Source: an optimization exercise on an open RTL-to-GDS flow (aim: small area). Production flows keep margins and buffers that such runs may drop. At most, simulation tests tie the RTL to the original design; equivalence was not proved. Power and IR drop assume default switching activity.

==> inputs of 04-04 <==
==> flow/design.v (excerpt) <==
module vgacontrol(
input PCLK,
input PRESERN,
input PSEL,
input PENABLE,
output wire PREADY,
output wire PSLVERR,
input PWRITE,
input [31:0] PADDR,
input wire [31:0] PWDATA,
output reg [31:0] PRDATA,
output HS,
output VS,
output reg vga_R,
output reg vga_G,
output reg vga_B,
input SW,
input SW2,
input SW3
);
assign PSLVERR = 1'b0;
assign PREADY = 1'b1;
reg [31:0] player1, player2, whichplayer;
reg [1:0] wcls;
wire a_hi = (PADDR[11:8] == 4'h1) & (PADDR[7:5] == 3'b000) & (PADDR[1:0] == 2'b00);
wire a100 = a_hi & (PADDR[4:2] == 3'd0);
wire a104 = a_hi & (PADDR[4:2] == 3'd1);
wire a108 = a_hi & (PADDR[4:2] == 3'd2);
wire a10C = a_hi & (PADDR[4:2] == 3'd3);
wire a114 = a_hi & (PADDR[4:2] == 3'd5);
wire a118 = a_hi & (PADDR[4:2] == 3'd6);
wire wr = PSEL & PENABLE & PWRITE;
wire w_hi0 = (PWDATA[31:5] == 27'd0) & (PWDATA[4:2] == 3'd0);
wire [1:0] wcls_new = w_hi0 ? PWDATA[1:0] : 2'd3;
wire db1, db2, db3;
always @(posedge PCLK) begin
    if (!PRESERN) begin
        player1 <= 32'd0;
        player2 <= 32'd0;
        whichplayer <= 32'd0;
        wcls <= 2'd0;
    end else if (wr) begin
        if (a104) player1 <= PWDATA;
        if (a108) player2 <= PWDATA;
        if (a114) whichplayer <= PWDATA;
        if (a118) wcls <= wcls_new;
    end
end
always @(posedge PCLK) begin
    if (!PRESERN)
        PRDATA <= 32'd0;
    else if (a100)
        PRDATA <= {31'd0, db1};
    else if (a104)
        PRDATA <= player1;
    else if (a108)
        PRDATA <= player2;
    else if (a10C)
        PRDATA <= {31'd0, db2};
    else if (a114)
        PRDATA <= whichplayer;
    else if (a118)
        PRDATA <= {31'd0, db3};
end
debounce d1(PCLK, PRESERN, SW, db1);
debounce d2(PCLK, PRESERN, SW2, db2);
debounce d3(PCLK, PRESERN, SW3, db3);
reg [4:0] q5;
reg [6:0] cxh;
wire [9:0] CounterX = {cxh, q5[4:2]};
reg [8:0] CounterY;
wire fl_wrap = (q5 == 5'b00001) & (cxh[4:0] == 5'd0) &
               (((cxh[6:5] == 2'b00) & (CounterY == 9'd0)) |
                ((cxh[6:5] == 2'b10) & (CounterY == 9'd170)) |
  ...
clock: 10.0 ns
lec_check: 0
cap_margin: 20
core_margin: 2
core_utilization: 60
cts_buf_list: sky130_fd_sc_hd__clkbuf_16
cts_cluster_diameter: 120
cts_cluster_size: 30
place_density: 0.75
slew_margin: 20
standard.sh (not shown) runs the stock make flow with config.mk's settings and CLKGATE_MAP_FILE= SYNTH_SCRIPT=/design/flow/synth_recipe.tcl, a recipe that flattens the netlist after the stock synthesis.
==> flow/flow/run.sh <==
#!/bin/bash
# Own layout flow: the standard synthesis, then an area-oriented re-mapping of its
# combinational logic (every register kept as the standard synthesis made it, checked
# equivalent by SAT with the registers cut), then the standard layout with
# single-strength port buffers.
set -euo pipefail
WORK=$PWD
FLOWDIR=$WORK/flow
R=$WORK/orfs/results/$FLOW_PLATFORM/vgacontrol/base
YOSYS=$FLOW_HOME/../tools/install/yosys/bin/yosys
LIB=$FLOW_HOME/platforms/$FLOW_PLATFORM/lib/sky130_fd_sc_hd__tt_025C_1v80.lib

# 1. standard synthesis
bash standard.sh synth > $WORK/1_standard_synth.log 2>&1
cp $R/1_2_yosys.v $WORK/1_2_yosys_standard.v

# 2. re-map the combinational logic for area with a few ABC runs; flip-flops and tie cells
#    stay as they are
DU=$(sed -n '/DONT_USE_CELLS +=/,/^$/p' $FLOW_HOME/platforms/$FLOW_PLATFORM/config.mk | grep -o 'sky130_fd_sc_hd__[a-z0-9_]*' | sed 's/^/-dont_use /' | tr '\n' ' ')
NF="&dch -f; &nf -R 1000"
remap() {  # remap NAME ABC_SCRIPT
  echo "$2" > $WORK/remap_$1.abc
  cat > $WORK/remap_$1.ys <<EOY
read_liberty -ignore_miss_func $LIB
blackbox sky130_fd_sc_hd__df* sky130_fd_sc_hd__edf* sky130_fd_sc_hd__sdf* sky130_fd_sc_hd__conb_1
read_verilog $WORK/1_2_yosys_standard.v
hierarchy -top $FLOW_TOP
flatten
opt_clean
opt -fast
abc -liberty $LIB $DU -script $WORK/remap_$1.abc
opt_clean
setundef -zero
hilomap -singleton -hicell sky130_fd_sc_hd__conb_1 HI -locell sky130_fd_sc_hd__conb_1 LO
splitnets
opt_clean -purge
insbuf -buf sky130_fd_sc_hd__buf_4 A X
tee -o $WORK/remap_$1.stat stat -liberty $LIB
write_verilog -noattr -noexpr -nohex -nodec $WORK/remap_$1.v
EOY
  $YOSYS -q -l $WORK/2_remap_$1.log -s $WORK/remap_$1.ys > /dev/null 2>&1 || return 0
  # equivalence with the standard netlist, registers cut into ports at the same names
  python3 $FLOWDIR/cut.py $WORK/1_2_yosys_standard.v $WORK/eq_gold_$1.v 2>> $WORK/2_eq_$1.log
  python3 $FLOWDIR/cut.py $WORK/remap_$1.v $WORK/eq_gate_$1.v 2>> $WORK/2_eq_$1.log
  if $YOSYS -q -l $WORK/2_eq_$1.log -p "read_liberty -ignore_miss_func $LIB; read_verilog $WORK/eq_gold_$1.v; rename $FLOW_TOP gold; read_verilog $WORK/eq_gate_$1.v; rename $FLOW_TOP gate; flatten; opt_clean; miter -equiv -flatten -make_assert gold gate miter; hierarchy -top miter; sat -verify -prove-asserts miter" > /dev/null 2>&1; then
    awk '/Chip area/ {print $NF}' $WORK/remap_$1.stat > $WORK/remap_$1.area
  fi
  rm -f $WORK/eq_gold_$1.v $WORK/eq_gate_$1.v
}
remap s0 "strash; &get -n; &deepsyn -I 1 -J 20 -S 0; $NF; $NF; &put; topo" &
remap s1 "strash; &get -n; &deepsyn -I 1 -J 20 -S 1; $NF; $NF; &put; topo" &
remap s2 "strash; &get -n; &deepsyn -I 1 -J 20 -S 2; $NF; $NF; &put; topo" &
remap s3 "strash; &get -n; &deepsyn -I 1 -J 40 -S 0; $NF; $NF; $NF; &put; topo" &
wait
remap s4 "strash; &get -n; &deepsyn -I 1 -J 20 -S 4; $NF; $NF; &put; topo" &
remap s5 "strash; &get -n; &deepsyn -I 1 -J 20 -S 5; $NF; $NF; &put; topo" &
remap s6 "strash; &get -n; &deepsyn -T 90 -S 0; $NF; $NF; &put; topo" &
remap s7 "strash; &get -n; &deepsyn -I 1 -J 20 -S 3; $NF; &st; &deepsyn -I 1 -J 20 -S 3; $NF; $NF; &put; topo" &
wait
BEST=""
for f in $WORK/remap_*.area; do
  [ -s "$f" ] || continue
  a=$(cat $f); n=$(basename $f .area)
  echo "$n $a" >> $WORK/2_remap_choice.log
  if [ -z "$BEST" ] || awk -v a=$a -v b=$BESTA 'BEGIN{exit !(a<b)}'; then BEST=$n; BESTA=$a; fi
done
if [ -n "$BEST" ]; then
  echo "chosen $BEST $BESTA" >> $WORK/2_remap_choice.log
  cp $WORK/$BEST.v $R/1_2_yosys.v
  touch $R/1_2_yosys.v
else
  echo "no re-mapping proved equivalent; standard netlist kept" >> $WORK/2_remap_choice.log
fi

# 3. the standard layout from the chosen netlist, port buffers of the smallest size and
#    a clock tree without dummy balancing loads
export BUFFER_PORTS_ARGS="-buffer_cell sky130_fd_sc_hd__buf_1"
export CTS_ARGS="-sink_clustering_enable -repair_clock_nets -sink_clustering_size ${CTS_SIZE:-30} -sink_clustering_max_diameter ${CTS_DIAM:-120} -buf_list {sky130_fd_sc_hd__clkbuf_8 sky130_fd_sc_hd__clkbuf_16} -root_buf sky130_fd_sc_hd__clkbuf_8 -dont_use_dummy_load"
bash standard.sh > $WORK/3_standard_layout.log 2>&1
Other scripts of this flow, unchanged in this note and not shown: flow/flow/cut.py
==> 01-08: changes against 04-04 <==
--- a/flow/design.v
+++ b/flow/design.v
@@ -26,15 +26,15 @@
 wire a100 = a_hi & (PADDR[4:2] == 3'd0);
 wire a104 = a_hi & (PADDR[4:2] == 3'd1);
 wire a108 = a_hi & (PADDR[4:2] == 3'd2);
 wire a10C = a_hi & (PADDR[4:2] == 3'd3);
 wire a114 = a_hi & (PADDR[4:2] == 3'd5);
 wire a118 = a_hi & (PADDR[4:2] == 3'd6);
 wire wr = PSEL & PENABLE & PWRITE;
-wire w_hi0 = (PWDATA[31:5] == 27'd0) & (PWDATA[4:2] == 3'd0);
+wire w_hi0 = (PWDATA[31:2] == 30'd0);
 wire [1:0] wcls_new = w_hi0 ? PWDATA[1:0] : 2'd3;
 wire db1, db2, db3;
 always @(posedge PCLK) begin
     if (!PRESERN) begin
         player1 <= 32'd0;
         player2 <= 32'd0;
         whichplayer <= 32'd0;
@@ -61,101 +61,88 @@
         PRDATA <= whichplayer;
     else if (a118)
         PRDATA <= {31'd0, db3};
 end
 debounce d1(PCLK, PRESERN, SW, db1);
 debounce d2(PCLK, PRESERN, SW2, db2);
 debounce d3(PCLK, PRESERN, SW3, db3);
-reg [4:0] q5;
-reg [6:0] cxh;
-wire [9:0] CounterX = {cxh, q5[4:2]};
-reg [8:0] CounterY;
-wire fl_wrap = (q5 == 5'b00001) & (cxh[4:0] == 5'd0) &
-               (((cxh[6:5] == 2'b00) & (CounterY == 9'd0)) |
-                ((cxh[6:5] == 2'b10) & (CounterY == 9'd170)) |
-                ((cxh[6:5] == 2'b01) & (CounterY == 9'd341)));
+reg [1:0] pc;
+reg [19:0] fl;
 reg flash, half, quarter;
-always @(posedge PCLK) begin
-    if (!PRESERN) begin
-        q5 <= 5'd2;
+wire fl_wrap = (fl == 20'hD55FF);
+always @(posedge PCLK) begin
+    if (!PRESERN) begin
+        pc <= 2'd0;
+        fl <= 20'd0;
         flash <= 1'b0;
         half <= 1'b0;
         quarter <= 1'b0;
     end else begin
-        q5 <= q5 + 5'd1;
+        pc <= pc + 2'd1;
+        fl <= fl_wrap ? 20'd0 : {~fl[18:0], fl[19] ^ fl[16]};
         if (fl_wrap) begin
             flash <= ~flash;
             if (!flash) begin
                 half <= ~half;
                 if (!half) quarter <= ~quarter;
             end
         end
     end
 end
-wire tick = q5[1] & q5[0];
-reg vHS, vVS;
-wire inDisplayArea = ~(cxh[6] & (cxh[5] | cxh[4])) & (CounterY != 9'd0) & (CounterY <= 9'd480);
+wire tick = ~pc[1] & pc[0];
+reg [9:0] CounterX;
+reg [8:0] CounterY;
+reg vHS, vVS, inDisplayArea;
 wire xmax = (CounterX == 10'h2FF);
 always @(posedge PCLK) begin
     if (!PRESERN) begin
-        cxh <= 7'd0;
+        CounterX <= 10'd0;
         CounterY <= 9'd0;
         vHS <= 1'b0;
         vVS <= 1'b0;
+        inDisplayArea <= 1'b0;
     end else if (tick) begin
-        if (q5[4:2] == 3'd7) cxh <= xmax ? 7'd0 : cxh + 7'd1;
+        CounterX <= xmax ? 10'd0 : CounterX + 10'd1;
         if (xmax) CounterY <= CounterY + 9'd1;
         vHS <= (CounterX[9:4] == 6'h2D);
         vVS <= (CounterY == 9'd500);
+        if (!inDisplayArea) inDisplayArea <= xmax && (CounterY < 9'd480);
+        else inDisplayArea <= !(CounterX == 10'd639);
     end
 end
 assign HS = ~vHS;
 assign VS = ~vVS;
 wire [6:0] X = CounterX[9:3];
 wire [5:0] Y = CounterY[8:3];
 wire border = (X == 7'd0) | (X == 7'd79) | (X == 7'd39) | (X == 7'd40) | (Y == 6'd0) | (Y == 6'd60);
 wire sT = (Y >= 22) & (Y < 24);
 wire sB = (Y >= 38) & (Y < 40);
 wire sM = (Y >= 30) & (Y < 32);
 wire sU = (Y >= 22) & (Y < 32);
 wire sL = (Y >= 30) & (Y < 40);
 wire sA = (Y >= 22) & (Y < 40);
-wire ph = q5[0];
-wire we1 = wr & a104;
-wire [4:0] p1_next_lo = {5{PRESERN}} & (we1 ? PWDATA[4:0] : player1[4:0]);
-wire pw_small = (PWDATA[31:5] == 27'd0);
-wire we2 = wr & a108;
-wire p1_next_small = ~PRESERN | (we1 ? pw_small : p1_small);
-reg p1_small, p2_small;
-always @(posedge PCLK) begin
-    p1_small <= p1_next_small;
-    p2_small <= ~PRESERN | (we2 ? pw_small : p2_small);
-end
-wire [4:0] k_sel = ph ? player2[4:0] : p1_next_lo;
-wire small_sel = ph ? p2_small : p1_next_small;
-wire [6:0] sg;
-wire tm;
-segdec sd(k_sel, small_sel, sg, tm);
-wire [3:0] xh = ph ? (X[6:3] - 4'd5) : X[6:3];
-wire [6:0] Xs = {xh, X[2:0]};
-wire pF = tm ? ((Xs >= 21) & (Xs < 29)) : ((Xs >= 16) & (Xs < 24));
-wire pL = tm ? ((Xs >= 21) & (Xs < 23)) : ((Xs >= 16) & (Xs < 18));
-wire pR = tm ? ((Xs >= 27) & (Xs < 29)) : ((Xs >= 22) & (Xs < 24));
-wire pO = tm & (Xs >= 11) & (Xs < 13);
-wire sc = (sT & pF & sg[0]) | (sB & pF & sg[1]) | (sU & pL & sg[2]) | (sL & pL & sg[3]) |
-          (sU & pR & sg[4]) | (sL & pR & sg[5]) | (sM & pF & sg[6]) | (sA & pO);
-reg sc1_q;
-always @(posedge PCLK) sc1_q <= sc;
-wire scores = sc1_q | sc;
-wire lab_s, lab2;
-labels lb(Xs, Y, ph, lab_s);
-reg lab1_q;
-always @(posedge PCLK) lab1_q <= lab_s;
-wire lab1 = lab1_q;
-assign lab2 = lab_s;
+wire [6:0] sg1, sg2;
+wire tm1, tm2;
+segdec sd1(player1, sg1, tm1);
+segdec sd2(player2, sg2, tm2);
+wire p1F = tm1 ? ((X >= 21) & (X < 29)) : ((X >= 16) & (X < 24));
+wire p1L = tm1 ? ((X >= 21) & (X < 23)) : ((X >= 16) & (X < 18));
+wire p1R = tm1 ? ((X >= 27) & (X < 29)) : ((X >= 22) & (X < 24));
+wire p1O = tm1 & (X >= 11) & (X < 13);
+wire p2F = tm2 ? ((X >= 61) & (X < 69)) : ((X >= 56) & (X < 64));
+wire p2L = tm2 ? ((X >= 61) & (X < 63)) : ((X >= 56) & (X < 58));
+wire p2R = tm2 ? ((X >= 67) & (X < 69)) : ((X >= 62) & (X < 64));
+wire p2O = tm2 & (X >= 51) & (X < 53);
+wire sc1 = (sT & p1F & sg1[0]) | (sB & p1F & sg1[1]) | (sU & p1L & sg1[2]) | (sL & p1L & sg1[3]) |
+           (sU & p1R & sg1[4]) | (sL & p1R & sg1[5]) | (sM & p1F & sg1[6]) | (sA & p1O);
+wire sc2 = (sT & p2F & sg2[0]) | (sB & p2F & sg2[1]) | (sU & p2L & sg2[2]) | (sL & p2L & sg2[3]) |
+           (sU & p2R & sg2[4]) | (sL & p2R & sg2[5]) | (sM & p2F & sg2[6]) | (sA & p2O);
+wire scores = sc1 | sc2;
+wire lab1, lab2;
+labels lb(X, Y, lab1, lab2);
 wire uline = (Y == 6'd12) & (whichplayer[0] ? ((X >= 43) & (X < 78)) : ((X >= 2) & (X < 38)));
 wire wtxt, bigP, big1, big2;
 winscreen ws(X, Y, wtxt, bigP, big1, big2);
 wire win = wtxt & half;
 wire pw1 = bigP | big1;
 wire pw2 = bigP | big2;
 wire wnz = (wcls != 2'd0);
@@ -173,26 +160,28 @@
     end else if (tick) begin
         vga_R <= R & inDisplayArea;
         vga_G <= G & inDisplayArea;
         vga_B <= B & inDisplayArea;
     end
 end
 endmodule
-module segdec(input [4:0] k, input nsmall, output [6:0] sg, output tm);
+module segdec(input [31:0] n, output [6:0] sg, output tm);
     localparam [31:0] M1 = 32'h004FB7ED;
     localparam [31:0] M2 = 32'h0035B56D;
     localparam [31:0] M3 = 32'h005FCF73;
     localparam [31:0] M4 = 32'h005F1D47;
     localparam [31:0] M5 = 32'h0068779D;
     localparam [31:0] M6 = 32'h0070E7F9;
     localparam [31:0] M7 = 32'h000CF37C;
+    wire nsmall = (n[31:5] == 27'd0);
+    wire [4:0] k = n[4:0];
     assign tm = nsmall & (k >= 5'd10) & (k <= 5'd15);
     assign sg = {7{nsmall}} & {M7[k], M6[k], M5[k], M4[k], M3[k], M2[k], M1[k]};
 endmodule
-module labels(input [6:0] X, input [5:0] Y, input two, output lab_o);
+module labels(input [6:0] X, input [5:0] Y, output lab1, output lab2);
     wire T = (Y == 6'd2);
     wire M = (Y == 6'd6);
     wire B = (Y == 6'd10);
     wire U = (Y >= 2) & (Y <= 6);
     wire L = (Y >= 6) & (Y <= 10);
     function f4(input [6:0] X, input [6:0] x0); f4 = (X >= x0) & (X < x0 + 7'd4); endfunction
     function c1(input [6:0] X, input [6:0] x0); c1 = (X == x0); endfunction
@@ -205,15 +194,16 @@
             lt = c1(X, x) | (~two & c1(X, x+5)) | c1(X, x+12) | c1(X, x+17) | c1(X, x+22) | c1(X, x+27) | c1(X, x+32);
             lb = c1(X, x) | c1(X, x+5) | c1(X, x+17) | c1(X, x+22) | c1(X, x+27) | c1(X, x+32);
             rt = c1(X, x+3) | (two & c1(X, x+8)) | c1(X, x+25);
             rb = c1(X, x+15) | c1(X, x+25);
             lab = (T & top) | (B & bot) | (M & mid) | (U & lt) | (L & lb) | (U & rt) | (L & rb);
         end
     endfunction
-    assign lab_o = lab(X, T, M, B, U, L, 7'd2, two);
+    assign lab1 = lab(X, T, M, B, U, L, 7'd2, 1'b0);
+    assign lab2 = lab(X, T, M, B, U, L, 7'd42, 1'b1);
 endmodule
 module winscreen(input [6:0] X, input [5:0] Y, output wtxt, output bigP, output big1, output big2);
     function rng(input [6:0] v, input [6:0] lo, input [6:0] hi); rng = (v >= lo) & (v < hi); endfunction
     wire T = (Y >= 40) & (Y < 42);
     wire B = (Y >= 56) & (Y < 58);
     wire M = (Y >= 48) & (Y < 50);
     wire U = (Y >= 40) & (Y < 50);
--- a/flow/flow/run.sh
+++ b/flow/flow/run.sh
@@ -46,20 +46,15 @@
     awk '/Chip area/ {print $NF}' $WORK/remap_$1.stat > $WORK/remap_$1.area
   fi
   rm -f $WORK/eq_gold_$1.v $WORK/eq_gate_$1.v
 }
 remap s0 "strash; &get -n; &deepsyn -I 1 -J 20 -S 0; $NF; $NF; &put; topo" &
 remap s1 "strash; &get -n; &deepsyn -I 1 -J 20 -S 1; $NF; $NF; &put; topo" &
 remap s2 "strash; &get -n; &deepsyn -I 1 -J 20 -S 2; $NF; $NF; &put; topo" &
-remap s3 "strash; &get -n; &deepsyn -I 1 -J 40 -S 0; $NF; $NF; $NF; &put; topo" &
-wait
-remap s4 "strash; &get -n; &deepsyn -I 1 -J 20 -S 4; $NF; $NF; &put; topo" &
-remap s5 "strash; &get -n; &deepsyn -I 1 -J 20 -S 5; $NF; $NF; &put; topo" &
-remap s6 "strash; &get -n; &deepsyn -T 90 -S 0; $NF; $NF; &put; topo" &
-remap s7 "strash; &get -n; &deepsyn -I 1 -J 20 -S 3; $NF; &st; &deepsyn -I 1 -J 20 -S 3; $NF; $NF; &put; topo" &
+remap s3 "strash; &get -n; &deepsyn -I 1 -J 20 -S 3; $NF; &st; &deepsyn -I 1 -J 20 -S 3; $NF; $NF; &put; topo" &
 wait
 BEST=""
 for f in $WORK/remap_*.area; do
   [ -s "$f" ] || continue
   a=$(cat $f); n=$(basename $f .area)
   echo "$n $a" >> $WORK/2_remap_choice.log
   if [ -z "$BEST" ] || awk -v a=$a -v b=$BESTA 'BEGIN{exit !(a<b)}'; then BEST=$n; BESTA=$a; fi
@@ -68,12 +63,10 @@
   echo "chosen $BEST $BESTA" >> $WORK/2_remap_choice.log
   cp $WORK/$BEST.v $R/1_2_yosys.v
   touch $R/1_2_yosys.v
 else
   echo "no re-mapping proved equivalent; standard netlist kept" >> $WORK/2_remap_choice.log
 fi
 
-# 3. the standard layout from the chosen netlist, port buffers of the smallest size and
-#    a clock tree without dummy balancing loads
+# 3. the standard layout from the chosen netlist, port buffers of the smallest size
 export BUFFER_PORTS_ARGS="-buffer_cell sky130_fd_sc_hd__buf_1"
-export CTS_ARGS="-sink_clustering_enable -repair_clock_nets -sink_clustering_size ${CTS_SIZE:-30} -sink_clustering_max_diameter ${CTS_DIAM:-120} -buf_list {sky130_fd_sc_hd__clkbuf_8 sky130_fd_sc_hd__clkbuf_16} -root_buf sky130_fd_sc_hd__clkbuf_8 -dont_use_dummy_load"
 bash standard.sh > $WORK/3_standard_layout.log 2>&1
CTS_BUF_LIST = sky130_fd_sc_hd__clkbuf_8   (was sky130_fd_sc_hd__clkbuf_16)
CTS_CLUSTER_DIAMETER = 50   (was 120)
CTS_CLUSTER_SIZE = 20   (was 30)
==> 04-19: changes against 04-04 <==
--- a/flow/design.v
+++ b/flow/design.v
@@ -133,17 +133,18 @@
 wire [4:0] k_sel = ph ? player2[4:0] : p1_next_lo;
 wire small_sel = ph ? p2_small : p1_next_small;
 wire [6:0] sg;
 wire tm;
 segdec sd(k_sel, small_sel, sg, tm);
 wire [3:0] xh = ph ? (X[6:3] - 4'd5) : X[6:3];
 wire [6:0] Xs = {xh, X[2:0]};
-wire pF = tm ? ((Xs >= 21) & (Xs < 29)) : ((Xs >= 16) & (Xs < 24));
-wire pL = tm ? ((Xs >= 21) & (Xs < 23)) : ((Xs >= 16) & (Xs < 18));
-wire pR = tm ? ((Xs >= 27) & (Xs < 29)) : ((Xs >= 22) & (Xs < 24));
+wire [6:0] dx = Xs - (tm ? 7'd21 : 7'd16);
+wire pF = (dx[6:3] == 4'd0);
+wire pL = (dx[6:1] == 6'd0);
+wire pR = (dx[6:1] == 6'd3);
 wire pO = tm & (Xs >= 11) & (Xs < 13);
 wire sc = (sT & pF & sg[0]) | (sB & pF & sg[1]) | (sU & pL & sg[2]) | (sL & pL & sg[3]) |
           (sU & pR & sg[4]) | (sL & pR & sg[5]) | (sM & pF & sg[6]) | (sA & pO);
 reg sc1_q;
 always @(posedge PCLK) sc1_q <= sc;
 wire scores = sc1_q | sc;
 wire lab_s, lab2;
--- a/flow/flow/run.sh
+++ b/flow/flow/run.sh
@@ -71,9 +71,9 @@
 else
   echo "no re-mapping proved equivalent; standard netlist kept" >> $WORK/2_remap_choice.log
 fi
 
 # 3. the standard layout from the chosen netlist, port buffers of the smallest size and
 #    a clock tree without dummy balancing loads
 export BUFFER_PORTS_ARGS="-buffer_cell sky130_fd_sc_hd__buf_1"
-export CTS_ARGS="-sink_clustering_enable -repair_clock_nets -sink_clustering_size ${CTS_SIZE:-30} -sink_clustering_max_diameter ${CTS_DIAM:-120} -buf_list {sky130_fd_sc_hd__clkbuf_8 sky130_fd_sc_hd__clkbuf_16} -root_buf sky130_fd_sc_hd__clkbuf_8 -dont_use_dummy_load"
+export CTS_ARGS="-sink_clustering_enable -repair_clock_nets -sink_clustering_size ${CTS_SIZE:-30} -sink_clustering_max_diameter ${CTS_DIAM:-120} -buf_list {sky130_fd_sc_hd__clkbuf_4 sky130_fd_sc_hd__clkbuf_16} -root_buf sky130_fd_sc_hd__clkbuf_4 -dont_use_dummy_load"
 bash standard.sh > $WORK/3_standard_layout.log 2>&1
==> comparison table <==
|  | 04-19 | 04-04 | 01-08 |
|---|---|---|---|
| Run status | no timing/DRC/antenna violations | no timing/DRC/antenna violations | no timing/DRC/antenna violations |
| Hold Path End | d3.sync[1] | d2.sync[1] | d2.sync[1] |
| Row cnt | 43 | 43 | 45 |
| Share of total power in sequential cells | 0.664 | 0.653 | 0.590 |
| Fmax | 0.144 GHz | 0.149 GHz | 0.223 GHz |
| Post-synthesis area per instance | 9.50 um^2 | 9.59 um^2 | 9.47 um^2 |
| Filler Cell Count | 1183 | 1130 | 1265 |
| Number of CTS-inserted buffers | 11 | 11 | 21 |
| Multi-input gates | 615 | 613 | 704 |
| Reported combinational group power | 0.0000526 W | 0.0000575 W | 0.0000539 W |
| Die Outline Area | 0.0151 mm^2 | 0.0152 mm^2 | 0.0166 mm^2 |
| Number of antenna violations at the first check in global routing | 1 | 0 | 0 |
| Beginning of the critical path | PADDR[6] | PADDR[3] | PADDR[5] |
| CP max stage cell | nor4_1 | o21ai_0 | buf_4 |
| Worst Path Arrival | 7.43 ns | 7.10 ns | 4.92 ns |
| Share of the final layout cell area in sequential cells | 0.487 | 0.485 | 0.466 |
| Start point of the worst min-delay path | d3.sync[0] | d2.sync[0] | d2.sync[0] |
The RTL of 04-04 was laid out without a check of its function.

-- re-timing with driven ports --
In the flow no input, the clock included, has a driving cell. The finished layouts below were timed again as built, in two steps.
Step 1: set_driving_cell puts a clkbuf_16 on PCLK and a buf_2 on each other input, an assumption about the parent block.
Step 2 adds t to the input delays and takes it off the output delays; t is the mean of the earliest and latest rising clock arrival at the registers after step 1. Input paths then give back, and output paths get back, about the clock's delay inside the block.
a / b / c = ideal ports / drivers / drivers and shift; a / b = the first two.
| run | t (ns) | slack for setup (ns) | clock arrival spread, ns |
|---|---|---|---|
| 04-04 | 0.499 | 3.297 / 3.287 / 2.787 | 0.050 / 0.049 |
| 01-08 | 0.589 | 5.522 / 5.545 / 4.956 | 0.025 / 0.025 |
| 04-19 | 0.585 | 3.043 / 3.058 / 2.473 | 0.058 / 0.058 |
After both steps every run listed still meets setup and hold. The setup slack of 04-19, which loses most, moves by +0.015 ns with the drivers and by -0.570 ns with both steps.
